What follows belongs to an exercise in optimizing a design on an open flow for small area; a production flow would make more cautious choices.
For this run, only the layout was checked, not whether the RTL still works.
Power figures rest on the tool's default switching activity, not on a simulated workload.

`design/flow/design.v`:
```
module full_adder(input a, b, cin, output sum, carry);
    assign sum   = a ^ b ^ cin;
    assign carry = (a & b) | (a & cin) | (b & cin);
endmodule
module full_carry_only(input a, b, cin, output carry);
    assign carry = (a & b) | (a & cin) | (b & cin);
endmodule
module half_carry_only(input a, b, output carry);
    assign carry = a & b;
endmodule
module truncated_adder_8bit (
    input  wire signed [7:0] a,
    input  wire signed [7:0] b,
    input  wire c0,
    output reg  signed [7:0] sum_trunc
);
    reg c1, c2, c3, c4, c5, c6, c7, c8;   
    always @(*) begin
        c1 = (a[0] & b[0]) | (a[0] & c0) | (b[0] & c0);
        sum_trunc[0] = a[1] ^ b[1] ^ c1;
        c2 = (a[1] & b[1]) | (a[1] & c1) | (b[1] & c1);
        sum_trunc[1] = a[2] ^ b[2] ^ c2;
        c3 = (a[2] & b[2]) | (a[2] & c2) | (b[2] & c2);
        sum_trunc[2] = a[3] ^ b[3] ^ c3;
        c4 = (a[3] & b[3]) | (a[3] & c3) | (b[3] & c3);
        sum_trunc[3] = a[4] ^ b[4] ^ c4;
        c5 = (a[4] & b[4]) | (a[4] & c4) | (b[4] & c4);
        sum_trunc[4] = a[5] ^ b[5] ^ c5;
        c6 = (a[5] & b[5]) | (a[5] & c5) | (b[5] & c5);
        sum_trunc[5] = a[6] ^ b[6] ^ c6;
        c7 = (a[6] & b[6]) | (a[6] & c6) | (b[6] & c6);
        sum_trunc[6] = a[7] ^ b[7] ^ c7;
        c8 = (a[7] & b[7]) | (a[7] & c7) | (b[7] & c7);
        sum_trunc[7] = a[7] ^ b[7] ^ c8;
    end
endmodule
module truncated_multiplier_8bit (
    input signed [7:0] A, B,
    output [7:0] c
);
    wire [7:0] p0, p1, p2, p3, p4, p5, p6, p7;
    wire [15:0] p0_ext, p1_ext, p2_ext, p3_ext, p4_ext, p5_ext, p6_ext, p7_ext;
    wire [15:0] extra_add;
    assign p0 = A & {8{B[0]}};
    assign p1 = A & {8{B[1]}};
    assign p2 = A & {8{B[2]}};
    assign p3 = A & {8{B[3]}};
    assign p4 = A & {8{B[4]}};
    assign p5 = A & {8{B[5]}};
    assign p6 = A & {8{B[6]}};
    assign p7 = A & {8{B[7]}};
    assign p0_ext = {{8{p0[7]}}, p0};            
    assign p1_ext = {{7{p1[7]}}, p1, 1'b0};      
    assign p2_ext = {{6{p2[7]}}, p2, 2'b0};      
    assign p3_ext = {{5{p3[7]}}, p3, 3'b0};      
    assign p4_ext = {{4{p4[7]}}, p4, 4'b0};      
    assign p5_ext = {{3{p5[7]}}, p5, 5'b0};      
    assign p6_ext = {{2{p6[7]}}, p6, 6'b0};      
    assign p7_ext = B[7] ? {~p7[7], ~p7, 7'b0} : {p7, 7'b0};  
    assign extra_add = B[7] ? 16'b000000010000000 : 16'b0;  
    wire c1a;
    half_carry_only ha1a(p0_ext[1], p1_ext[1], c1a);
    wire s2a, c2a, c2b;
    full_adder fa2a(p0_ext[2], p1_ext[2], c1a, s2a, c2a);
    half_carry_only fa2b(s2a, p2_ext[2], c2b);
    wire s3a, s3b, c3a, c3b, c3c;
    full_adder fa3a(p0_ext[3], p1_ext[3], c2a, s3a, c3a);
    full_adder fa3b(s3a, p2_ext[3], c2b, s3b, c3b);
    half_carry_only fa3c(s3b, p3_ext[3], c3c);
    wire s4a, s4b, s4c, c4a, c4b, c4c, c4d;
    full_adder fa4a(p0_ext[4], p1_ext[4], c3a, s4a, c4a);
    full_adder fa4b(s4a, p2_ext[4], c3b, s4b, c4b);
    full_adder fa4c(s4b, p3_ext[4], c3c, s4c, c4c);
    half_carry_only fa4d(s4c, p4_ext[4], c4d);
    wire s5a, s5b, s5c, s5d, c5a, c5b, c5c, c5d, c5e;
    full_adder fa5a(p0_ext[5], p1_ext[5], c4a, s5a, c5a);
    full_adder fa5b(s5a, p2_ext[5], c4b, s5b, c5b);
    full_adder fa5c(s5b, p3_ext[5], c4c, s5c, c5c);
    full_adder fa5d(s5c, p4_ext[5], c4d, s5d, c5d);
    half_carry_only fa5e(s5d, p5_ext[5], c5e);
    wire s6a, s6b, s6c, s6d, s6e, c6a, c6b, c6c, c6d, c6e, c6f;
    full_adder fa6a(p0_ext[6], p1_ext[6], c5a, s6a, c6a);
    full_adder fa6b(s6a, p2_ext[6], c5b, s6b, c6b);
    full_adder fa6c(s6b, p3_ext[6], c5c, s6c, c6c);
    full_adder fa6d(s6c, p4_ext[6], c5d, s6d, c6d);
    full_adder fa6e(s6d, p5_ext[6], c5e, s6e, c6e);
    half_carry_only fa6f(s6e, p6_ext[6], c6f);
    wire s7a, s7b, s7c, s7d, s7e, s7f, c7a, c7b, c7c, c7d, c7e, c7f, c7g;
    full_adder fa7a(p0_ext[7], p1_ext[7], c6a, s7a, c7a);
    full_adder fa7b(s7a, p2_ext[7], c6b, s7b, c7b);
    full_adder fa7c(s7b, p3_ext[7], c6c, s7c, c7c);
    full_adder fa7d(s7c, p4_ext[7], c6d, s7d, c7d);
    full_adder fa7e(s7d, p5_ext[7], c6e, s7e, c7e);
    full_adder fa7f(s7e, p6_ext[7], c6f, s7f, c7f);
    full_carry_only fa7g(s7f, p7_ext[7], extra_add[7], c7g);
    wire s8a, s8b, s8c, s8d, s8e, s8f, c8a, c8b, c8c, c8d, c8e, c8f, c8g;
    full_adder fa8a(p0_ext[8], p1_ext[8], c7a, s8a, c8a);
    full_adder fa8b(s8a, p2_ext[8], c7b, s8b, c8b);
    full_adder fa8c(s8b, p3_ext[8], c7c, s8c, c8c);
    full_adder fa8d(s8c, p4_ext[8], c7d, s8d, c8d);
    full_adder fa8e(s8d, p5_ext[8], c7e, s8e, c8e);
    full_adder fa8f(s8e, p6_ext[8], c7f, s8f, c8f);
    full_adder fa8g(s8f, p7_ext[8], c7g, c[0], c8g);
    wire s9a, s9b, s9c, s9d, s9e, s9f, c9a, c9b, c9c, c9d, c9e, c9f, c9g;
    full_adder fa9a(p0_ext[9], p1_ext[9], c8a, s9a, c9a);
    full_adder fa9b(s9a, p2_ext[9], c8b, s9b, c9b);
    full_adder fa9c(s9b, p3_ext[9], c8c, s9c, c9c);
    full_adder fa9d(s9c, p4_ext[9], c8d, s9d, c9d);
    full_adder fa9e(s9d, p5_ext[9], c8e, s9e, c9e);
    full_adder fa9f(s9e, p6_ext[9], c8f, s9f, c9f);
    full_adder fa9g(s9f, p7_ext[9], c8g, c[1], c9g);
    wire s10a, s10b, s10c, s10d, s10e, s10f, c10a, c10b, c10c, c10d, c10e, c10f, c10g;
    full_adder fa10a(p0_ext[10], p1_ext[10], c9a, s10a, c10a);
    full_adder fa10b(s10a, p2_ext[10], c9b, s10b, c10b);
    full_adder fa10c(s10b, p3_ext[10], c9c, s10c, c10c);
    full_adder fa10d(s10c, p4_ext[10], c9d, s10d, c10d);
    full_adder fa10e(s10d, p5_ext[10], c9e, s10e, c10e);
    full_adder fa10f(s10e, p6_ext[10], c9f, s10f, c10f);
    full_adder fa10g(s10f, p7_ext[10], c9g, c[2], c10g);
    wire s11a, s11b, s11c, s11d, s11e, s11f, c11a, c11b, c11c, c11d, c11e, c11f, c11g;
    full_adder fa11a(p0_ext[11], p1_ext[11], c10a, s11a, c11a);
    full_adder fa11b(s11a, p2_ext[11], c10b, s11b, c11b);
    full_adder fa11c(s11b, p3_ext[11], c10c, s11c, c11c);
    full_adder fa11d(s11c, p4_ext[11], c10d, s11d, c11d);
    full_adder fa11e(s11d, p5_ext[11], c10e, s11e, c11e);
    full_adder fa11f(s11e, p6_ext[11], c10f, s11f, c11f);
    full_adder fa11g(s11f, p7_ext[11], c10g, c[3], c11g);
    wire s12a, s12b, s12c, s12d, s12e, s12f, c12a, c12b, c12c, c12d, c12e, c12f, c12g;
    full_adder fa12a(p0_ext[12], p1_ext[12], c11a, s12a, c12a);
    full_adder fa12b(s12a, p2_ext[12], c11b, s12b, c12b);
    full_adder fa12c(s12b, p3_ext[12], c11c, s12c, c12c);
    full_adder fa12d(s12c, p4_ext[12], c11d, s12d, c12d);
    full_adder fa12e(s12d, p5_ext[12], c11e, s12e, c12e);
    full_adder fa12f(s12e, p6_ext[12], c11f, s12f, c12f);
    full_adder fa12g(s12f, p7_ext[12], c11g, c[4], c12g);
    wire s13a, s13b, s13c, s13d, s13e, s13f, c13a, c13b, c13c, c13d, c13e, c13f, c13g;
    full_adder fa13a(p0_ext[13], p1_ext[13], c12a, s13a, c13a);
    full_adder fa13b(s13a, p2_ext[13], c12b, s13b, c13b);
    full_adder fa13c(s13b, p3_ext[13], c12c, s13c, c13c);
    full_adder fa13d(s13c, p4_ext[13], c12d, s13d, c13d);
    full_adder fa13e(s13d, p5_ext[13], c12e, s13e, c13e);
    full_adder fa13f(s13e, p6_ext[13], c12f, s13f, c13f);
    full_adder fa13g(s13f, p7_ext[13], c12g, c[5], c13g);
    wire s14a, s14b, s14c, s14d, s14e, s14f, c14a, c14b, c14c, c14d, c14e, c14f, c14g;
    full_adder fa14a(p0_ext[14], p1_ext[14], c13a, s14a, c14a);
    full_adder fa14b(s14a, p2_ext[14], c13b, s14b, c14b);
    full_adder fa14c(s14b, p3_ext[14], c13c, s14c, c14c);
    full_adder fa14d(s14c, p4_ext[14], c13d, s14d, c14d);
    full_adder fa14e(s14d, p5_ext[14], c13e, s14e, c14e);
    full_adder fa14f(s14e, p6_ext[14], c13f, s14f, c14f);
    full_adder fa14g(s14f, p7_ext[14], c13g, c[6], c14g);
    wire s15a, s15b, s15c, s15d, s15e, s15f, c15a, c15b, c15c, c15d, c15e, c15f, c15g;
    full_adder fa15a(p0_ext[15], p1_ext[15], c14a, s15a, c15a);
    full_adder fa15b(s15a, p2_ext[15], c14b, s15b, c15b);
    full_adder fa15c(s15b, p3_ext[15], c14c, s15c, c15c);
    full_adder fa15d(s15c, p4_ext[15], c14d, s15d, c15d);
    full_adder fa15e(s15d, p5_ext[15], c14e, s15e, c15e);
    full_adder fa15f(s15e, p6_ext[15], c14f, s15f, c15f);
    full_adder fa15g(s15f, p7_ext[15], c14g, c[7], c15g);
endmodule
module controller (
    input  wire clk,
    input  wire rst,
    output reg en_a1, en_a2, en_a3, en_a4,
    output reg en_b1, en_b2, en_b3, en_b4,
    output reg en_f1, en_f2, en_f3, en_f4,
    output reg en_add1_1, en_add1_2, en_add1_3, en_add1_4,
    output reg en_add2_1, en_add2_2, en_add2_3, en_add2_4,
    output reg save_c
);
    parameter S0=4'b0000, S1=4'b0001, S2=4'b0011, S3=4'b0010,
              S4=4'b0110, S5=4'b0111, S6=4'b1111, S7=4'b1110,
              S8=4'b1100, S9=4'b1101, S10=4'b0101, S11=4'b0100;
    reg  [3:0] state;
    always @(posedge clk or posedge rst) begin
        if (rst) begin
            state <= S0;
        end else begin
            case (state)
                S0:  state <= S1;
                S1:  state <= S2;
                S2:  state <= S3;
                S3:  state <= S4;
                S4:  state <= S5;
                S5:  state <= S6;
                S6:  state <= S7;
                S7:  state <= S8;
                S8:  state <= S9;
                S9:  state <= S10;
                S10: state <= S11;
                S11: state <= S0;
                default: state <= S0;
            endcase
        end
    end
    always @(*) begin
        en_a1=0; en_a2=0; en_a3=0; en_a4=0;
        en_b1=0; en_b2=0; en_b3=0; en_b4=0;
        en_f1=0; en_f2=0; en_f3=0; en_f4=0;
        en_add1_1=0; en_add1_2=0; en_add1_3=0; en_add1_4=0;
        en_add2_1=0; en_add2_2=0; en_add2_3=0; en_add2_4=0;
        save_c=0;
        case (state)
            S0:  begin en_a1=1; en_add2_4=1; en_f3=1; end
            S1:  begin en_a2=1; en_f4=1; end
            S2:  begin en_a3=1; end
            S3:  begin en_a4=1; end
            S4:  begin en_b1=1; end
            S5:  begin en_a1=1; save_c=1; en_b2=1; end
            S6:  begin en_a2=1; save_c=1; en_b3=1; end
            S7:  begin en_a3=1; save_c=1; en_b4=1; end
            S8:  begin en_a4=1; save_c=1; en_add1_1=1; end
            S9:  begin en_add1_2=1; en_add2_1=1; end
            S10: begin en_add1_3=1; en_add2_2=1; en_f1=1; end
            S11: begin en_add1_4=1; en_add2_3=1; en_f2=1; end
        endcase
    end
endmodule
module datapath (
    input  wire        clk,
    input  wire        rst,
    input  wire        en_a1, en_a2, en_a3, en_a4,
    input  wire        en_b1, en_b2, en_b3, en_b4,
    input  wire        en_f1, en_f2, en_f3, en_f4,
    input  wire        en_add1_1, en_add1_2, en_add1_3, en_add1_4,
    input  wire        en_add2_1, en_add2_2, en_add2_3, en_add2_4,
    input  wire        save_c,
    input  signed [7:0] din,
    output reg signed  [7:0] f1, f2, f3, f4
);
    reg cin;
    reg signed [7:0]  a1, a2, a3, a4, b1, b2, b3, b4, a_mult, b_mult, a_add1, b_add1, a_add2, b_add2;
    wire signed [7:0] c_mult, c_add1, c_add2;
    truncated_multiplier_8bit uut (.A(a_mult), .B(b_mult), .c(c_mult));
    truncated_adder_8bit add1 (a_add1, b_add1, 1'b0, c_add1);
    truncated_adder_8bit add2 (a_add2, b_add2, cin, c_add2);
    always @(posedge clk or posedge rst) begin
        if (rst) begin
            a1 <= 8'd0; a2 <= 8'd0; a3 <= 8'd0; a4 <= 8'd0;
            b1 <= 8'd0; b2 <= 8'd0; b3 <= 8'd0; b4 <= 8'd0;
            a_mult <= 8'd0; b_mult <= 8'd0;
            a_add1 <= 8'd0; b_add1 <= 8'd0; a_add2 <= 8'd0; b_add2 <= 8'd0;
            cin <= 1'b0;
            f1 <= 8'd0; f2 <= 8'd0; f3 <= 8'd0; f4 <= 8'd0;
        end else begin
            if (en_a1) begin
                if (save_c) a1 <= c_mult;
                else        a1 <= din;
            end
            if (en_a2) begin
                if (save_c) a2 <= c_mult;
                else        a2 <= din;
            end
            if (en_a3) begin
                if (save_c) a3 <= c_mult;
                else        a3 <= din;
            end
            if (en_a4) begin
                if (save_c) a4 <= c_mult;
                else        a4 <= din;
            end
            if (en_b1) begin
                a_mult <= a1;
                b_mult <= din;
                b1 <= din;
            end
            if (en_b2) begin
                a_mult <= a2;
                b_mult <= din;
                b2     <= din;
            end
            if (en_b3) begin
                a_mult <= a3;
                b_mult <= din;
                b3     <= din;
            end
            if (en_b4) begin
                a_mult <= a4;
                b_mult <= din;
                b4     <= din;
            end
            if (en_add1_1) begin
                a_add1 <= a1;  
                b_add1 <= din;  
            end
            if (en_add1_2) begin
                a_add1 <= a2;  
                b_add1 <= din;  
            end
            if (en_add1_3) begin
                a_add1 <= a3;  
                b_add1 <= din;  
            end
            if (en_add1_4) begin
                a_add1 <= a4;  
                b_add1 <= din;  
            end
            if (en_add2_1) begin
                a_add2 <= c_add1;  
                b_add2 <= {~b1[7], ~b1[7:1]};
                cin <= ~b1[0];
            end
            if (en_add2_2) begin
                a_add2 <= c_add1;  
                b_add2 <= {~b2[7], ~b2[7:1]};
                cin <= ~b2[0];
            end
            if (en_add2_3) begin
                a_add2 <= c_add1;  
                b_add2 <= {~b3[7], ~b3[7:1]};
                cin <= ~b3[0];
            end
            if (en_add2_4) begin
                a_add2 <= c_add1;  
                b_add2 <= {~b4[7], ~b4[7:1]};
                cin <= ~b4[0];
            end
            if (en_f1) f1 <= c_add2;  
            if (en_f2) f2 <= c_add2;  
            if (en_f3) f3 <= c_add2;  
            if (en_f4) f4 <= c_add2;  
        end
    end
endmodule
module top (
    input  wire        clk,
    input  wire        rst,
    input  wire signed [7:0] din,
    output wire signed [7:0] f1, f2, f3, f4
);
    wire en_a1, en_a2, en_a3, en_a4;
    wire en_b1, en_b2, en_b3, en_b4;
    wire en_f1, en_f2, en_f3, en_f4;
    wire en_add1_1, en_add1_2, en_add1_3, en_add1_4;
    wire en_add2_1, en_add2_2, en_add2_3, en_add2_4;
    wire save_c;
    controller ctrl_inst (
        .clk(clk),
        .rst(rst),
        .en_a1(en_a1), .en_a2(en_a2), .en_a3(en_a3), .en_a4(en_a4),
        .en_b1(en_b1), .en_b2(en_b2), .en_b3(en_b3), .en_b4(en_b4),
        .en_f1(en_f1), .en_f2(en_f2), .en_f3(en_f3), .en_f4(en_f4),
        .en_add1_1(en_add1_1), .en_add1_2(en_add1_2), .en_add1_3(en_add1_3), .en_add1_4(en_add1_4),
        .en_add2_1(en_add2_1), .en_add2_2(en_add2_2), .en_add2_3(en_add2_3), .en_add2_4(en_add2_4),
        .save_c(save_c)
    );
    datapath dp_inst (
        .clk(clk),
        .rst(rst),
        .en_a1(en_a1), .en_a2(en_a2), .en_a3(en_a3), .en_a4(en_a4),
        .en_b1(en_b1), .en_b2(en_b2), .en_b3(en_b3), .en_b4(en_b4),
        .en_f1(en_f1), .en_f2(en_f2), .en_f3(en_f3), .en_f4(en_f4),
        .en_add1_1(en_add1_1), .en_add1_2(en_add1_2), .en_add1_3(en_add1_3), .en_add1_4(en_add1_4),
        .en_add2_1(en_add2_1), .en_add2_2(en_add2_2), .en_add2_3(en_add2_3), .en_add2_4(en_add2_4),
        .save_c(save_c),
        .din(din),
        .f1(f1), .f2(f2), .f3(f3), .f4(f4)
    );
endmodule
```
`design/flow/run.sh`:
```
#!/bin/bash
# synth_recipe.tcl (not shown) runs the flow's synth.tcl, then flattens the netlist and writes it again
# the make line also repeats each setting of config.mk as NAME=value (left out here)
make -C /OpenROAD-flow-scripts/flow DESIGN_CONFIG=/design/flow/config.mk WORK_HOME=/design/flow/orfs CLKGATE_MAP_FILE= SYNTH_SCRIPT=/design/flow/synth_recipe.tcl finish
```
`design/flow/config.mk`:
```
export PLATFORM = sky130hd
export DESIGN_NAME = top
export DESIGN_NICKNAME = top
export VERILOG_FILES = /design/flow/design.v
export SDC_FILE = /design/flow/constraint.sdc
export NUM_CORES = 4
export LEC_CHECK = 0
export CAP_MARGIN = 20
export CORE_MARGIN = 2
export CORE_UTILIZATION = 40
export SLEW_MARGIN = 20
```
`design/flow/constraint.sdc`:
```
create_clock -name core_clock -period 12.0 [get_ports {clk}]
set_input_delay 2.4000 -clock core_clock [delete_from_list [all_inputs] [get_ports {clk}]]
set_output_delay 2.4000 -clock core_clock [all_outputs]
set_load 0.01 [all_outputs]
```
==> metrics.csv <==
stage,metric,value,unit
detailed_routing,Via Count,5638,
synthesis,YS warnings,3,
synthesis,Post-Syn Area,0.00875,mm2
run,max-cap violation count,0,
synthesis,Async SR Flop Fraction,1.00,
cts,PostCTS Resize Cnt,0,
floorplanning,Die ar.,0.0231,mm2
placed_design,detailed placement HPWL,12900,um
synthesis,top post-synthesis cells by count,"nand2_1, dfrtp_1, fa_1, mux2_2, o21ai_0",
cts,# hold bufs at CTS,0,
hold_path,Hold Crit Start,dp_inst.b4[0]$_DFFE_PP0P_,
synthesis,Post-synth EDFFs,0,
timing,Final Hold Viols,0,
final_layout,P&R area growth vs syn,14.5,%
synthesis,Yosys top cell by area,dfrtp_1,
timing,Setup TNS,0,ns
detailed_routing,First-pass DRT Iterations,5,
critical_path,crit-path max FO,8,
critical_path,WP data required,12.30,ns
detailed_routing,wire length per cell,16.6,um
critical_path,RR Endpoint,dp_inst.a3[7]$_DFFE_PP0P_,
detailed_routing,total wire length,18600,um
hold_path,worst hold path type,flop to flop,
final_layout,final design utilization,0.463,
critical_path,crit path launch type,flop,
global_routing,All-Layer GR Usage,0.175,
detailed_routing,drt via density,5.03,
synthesis,Syn Nets,900,
synthesis,most common cell in the netlist,nand2_1,
pwr,leakage power,4.56,nW
status,status,finished clean,
detailed_routing,antenna-violating nets left,0,
critical_path,critical path's most frequent cell,fa_1,
synthesis,ranking of synthesized cells by area,"dfrtp_1, fa_1, mux2_2, nand2_1, o21ai_0",
final_layout,layout cell share with drive strength beyond 1,0.136,
cts,Clock Sinks,148,
floorplanning,Core Area,0.0216,mm2
detailed_routing,final routed DRC violation total,0,
synthesis,"Seq/Total Area, Yosys",0.423,
timing,Worst Clk Skew,0.00988,ns
timing,RSZ-0062 raised after global routing,false,
timing,Slew @ Worst Pin,1.05,ns
cts,clock insertion delay at the later pin of the skew report,0.43,ns
floorplanning,row count,54,
cts,CTS Root Cell,clkbuf_16,
final_layout,"Cell Count, Final, Fillers Out",1121,
critical_path,Reg2Reg Setup Slack,1.41,ns
synthesis,Post-Synthesis Cells,797,
final_layout,ant diodes,0,
synthesis,top-area cell type share of the netlist area,0.423,
synthesis,Seq cells post-synth,148,
critical_path,Worst R2R Start,dp_inst.b_mult[1]$_DFFE_PP0P_,
global_routing,vias in the first global route,5880,
synthesis,library cells used by synthesis,41,
global_routing,global-route wire length before repair,32000,um
critical_path,critical path's slowest cell,fa_1,
placed_design,RePlAce Congestion,0.760,
floorplanning,Die W,152,um
placed_design,Post-Place Cells,1089,
cts,Inserted Clock Buffers,17,
timing,Tcrit/Tclk final,0.883,
cts,clock transition at the registers of the reported paths,0.06,ns
final_layout,Final nets,931,
cts,H-tree depth reported by CTS,4,
synthesis,syn avg cell area,11.0,um2
cts,setup bufs post-CTS,0,
timing,Fmax,0.0944,GHz
floorplanning,I/O pin count,42,
critical_path,crit end category,flop,
timing,Tmin final,10.59,ns
global_routing,initial antenna violation count,0,
critical_path,Crit Path Category,flop to flop,
placed_design,Port Buffers,41,
pwr,worst IR drop on VDD,0.000115,V
timing,Max Slew Vio Count,0,
critical_path,R2R depth,27,
synthesis,Most used DFF post-synth,dfrtp_1,
critical_path,worst path arrival time,10.90,ns
timing,Slew headroom,0.300,
critical_path,"slowest stage delay, CP",0.50,ns
global_routing,largest net degree at the start of global routing,90,
timing,Setup Viol. Count Final,0,
cts,CTS tree,done,
hold_path,Hold Path Depth,1,
floorplanning,die height,152,um
cts,maximum buffer depth of the clock tree,2,
hold_path,Hold Path End,dp_inst.cin$_DFFE_PP0P_,
floorplanning,Initial Utilization,0.405,
pwr,PwrDens,232,mW/mm2
detailed_routing,initial drt markers,293,
global_routing,Overflow after GRT,0,
power breakdown:
part           internal [mW]  switching [mW]  total (mW)
logic                  0.529           0.547        1.08
clock network          0.295           0.235       0.530
registers              0.635          0.0836       0.719
total                   1.46           0.866        2.33
area by class of cell:
cell class | instances | area, um2
clock buffers | 17 | 425
clock inverters | 15 | 161
fillers | 2037 | 11600
inverters | 36 | 140
multi-input cells | 577 | 4770
flip-flops and latches | 148 | 3700
well taps | 280 | 350
repair buffers | 48 | 463
kinds of logic (layout without fill, tap and decap cells):
kind of cell    count (synthesis)  count (layout)  share of synthesized area
flops                         148             148                      0.423
simple gates                  296             296                      0.151
fa+ha+maj                      94              94                      0.213
mux                            91              91                      0.114
compound gates                 85              85                     0.0540
xor+xnor                       11              11                     0.0126
buf+inv                        72             116                     0.0323
state kept, by name (all words and copies together) (netlist names), 7 cells and up:
register	count
dp_inst.b3	8
dp_inst.b2	8
dp_inst.a3	8
dp_inst.b_add2	7
dp_inst.a2	8
dp_inst.f1	8
dp_inst.b_mult	8
dp_inst.f3	8
dp_inst.b4	8
dp_inst.f4	8
dp_inst.a1	8
dp_inst.a_add1	8
dp_inst.b_add1	8
dp_inst.a_mult	8
dp_inst.a_add2	8
dp_inst.a4	8
dp_inst.b1	8
dp_inst.f2	8
metrics by stage:
stage,hold slack (ns),power (mW),cell area (um2),setup slack [ns]
after global placement,0.442,1.80,9430,1.63
after floorplan,0.429,1.48,8750,1.89
after CTS,0.449,2.37,10000,1.33
after detailed placement,0.444,1.83,9430,1.40
final,0.451,2.33,10000,1.41
after global routing,0.460,2.56,10000,0.984
critical path: cells and delay by family, from the launching register on:
kind,cells,cell delay (ns)
buf+inv,1,0.06
simple gates,4,0.90
flops,1,0.46
xor+xnor,3,0.79
fa+ha+maj,19,8.26
layer usage:
layer | global-route usage | share of wire | vias to the layer above
met2 | 0.284 | 0.49 | 106
met5 | 0 | 0 | -
met1 | 0.242 | 0.46 | 2859
met3 | 0.0345 | 0.030 | 23
met4 | 0.0521 | 0.018 | 0
li1 | - | - | 2650
how the worst max path moves through the flow:
stage | from | endpoint | cells past startpoint
finish | dp_inst.b_mult[1]$_DFFE_PP0P_ | dp_inst.a3[7]$_DFFE_PP0P_ | 27
global route | dp_inst.b_mult[1]$_DFFE_PP0P_ | dp_inst.a3[7]$_DFFE_PP0P_ | 27
CTS | dp_inst.b_mult[1]$_DFFE_PP0P_ | dp_inst.a3[7]$_DFFE_PP0P_ | 27
detailed placement | dp_inst.b_mult[1]$_DFFE_PP0P_ | dp_inst.a2[7]$_DFFE_PP0P_ | 27
global placement | dp_inst.b_mult[1]$_DFFE_PP0P_ | dp_inst.a3[7]$_DFFE_PP0P_ | 27
floorplan | dp_inst.b_mult[1]$_DFFE_PP0P_ | dp_inst.a2[7]$_DFFE_PP0P_ | 27
cell usage in the layout, fill, tap and decap left out, types with 2 or more instances in the layout:
cell and count:
nand2_1 183, dfrtp_1 147, fa_1 92, mux2_2 67, o21ai_0 60, clkdlybuf4s50_1 41
inv_1 35, and2_1 35, mux2i_1 24, nor2_1 22, clkbuf_16 17, nand2b_1 16
nand3_1 15, a21oi_1 8, buf_4 7, nor3_1 6, and3_1 6, inv_6 6
xnor2_1 6, a221oi_1 5, xor2_1 4, inv_8 4, or3_1 3, o22ai_1 3
o21ai_1 2, a221o_1 2, or4_1 2, clkinv_2 2

-- re-timing with driven ports --
How much do the figures lean on ideal ports? The routed layout below was timed once more, with nothing changed but the port constraints. Step 1 assumes that a clkbuf_16 drives the clock port and a buf_2 every other input. Step 2 moves the port delays by t, midway between the first and last clock arrival at a register: inputs arrive t later, outputs are due t later. That takes back most of the time a late clock gives input paths. a / b / c = no drivers / after step 1 / after step 2; a / b = the first two.
shift t [ns]: 0.468
setup slack, ns: 1.407 / 1.407 / 1.407
worst setup path after step 2: register to register
worst data-port slew with drivers (ns): 0.04
cell pins on the clock port's net: 1
After both steps setup and hold are still met in this run. For this run, drivers alone change the setup slack by 0.000 ns; drivers and shift together by 0.000 ns.
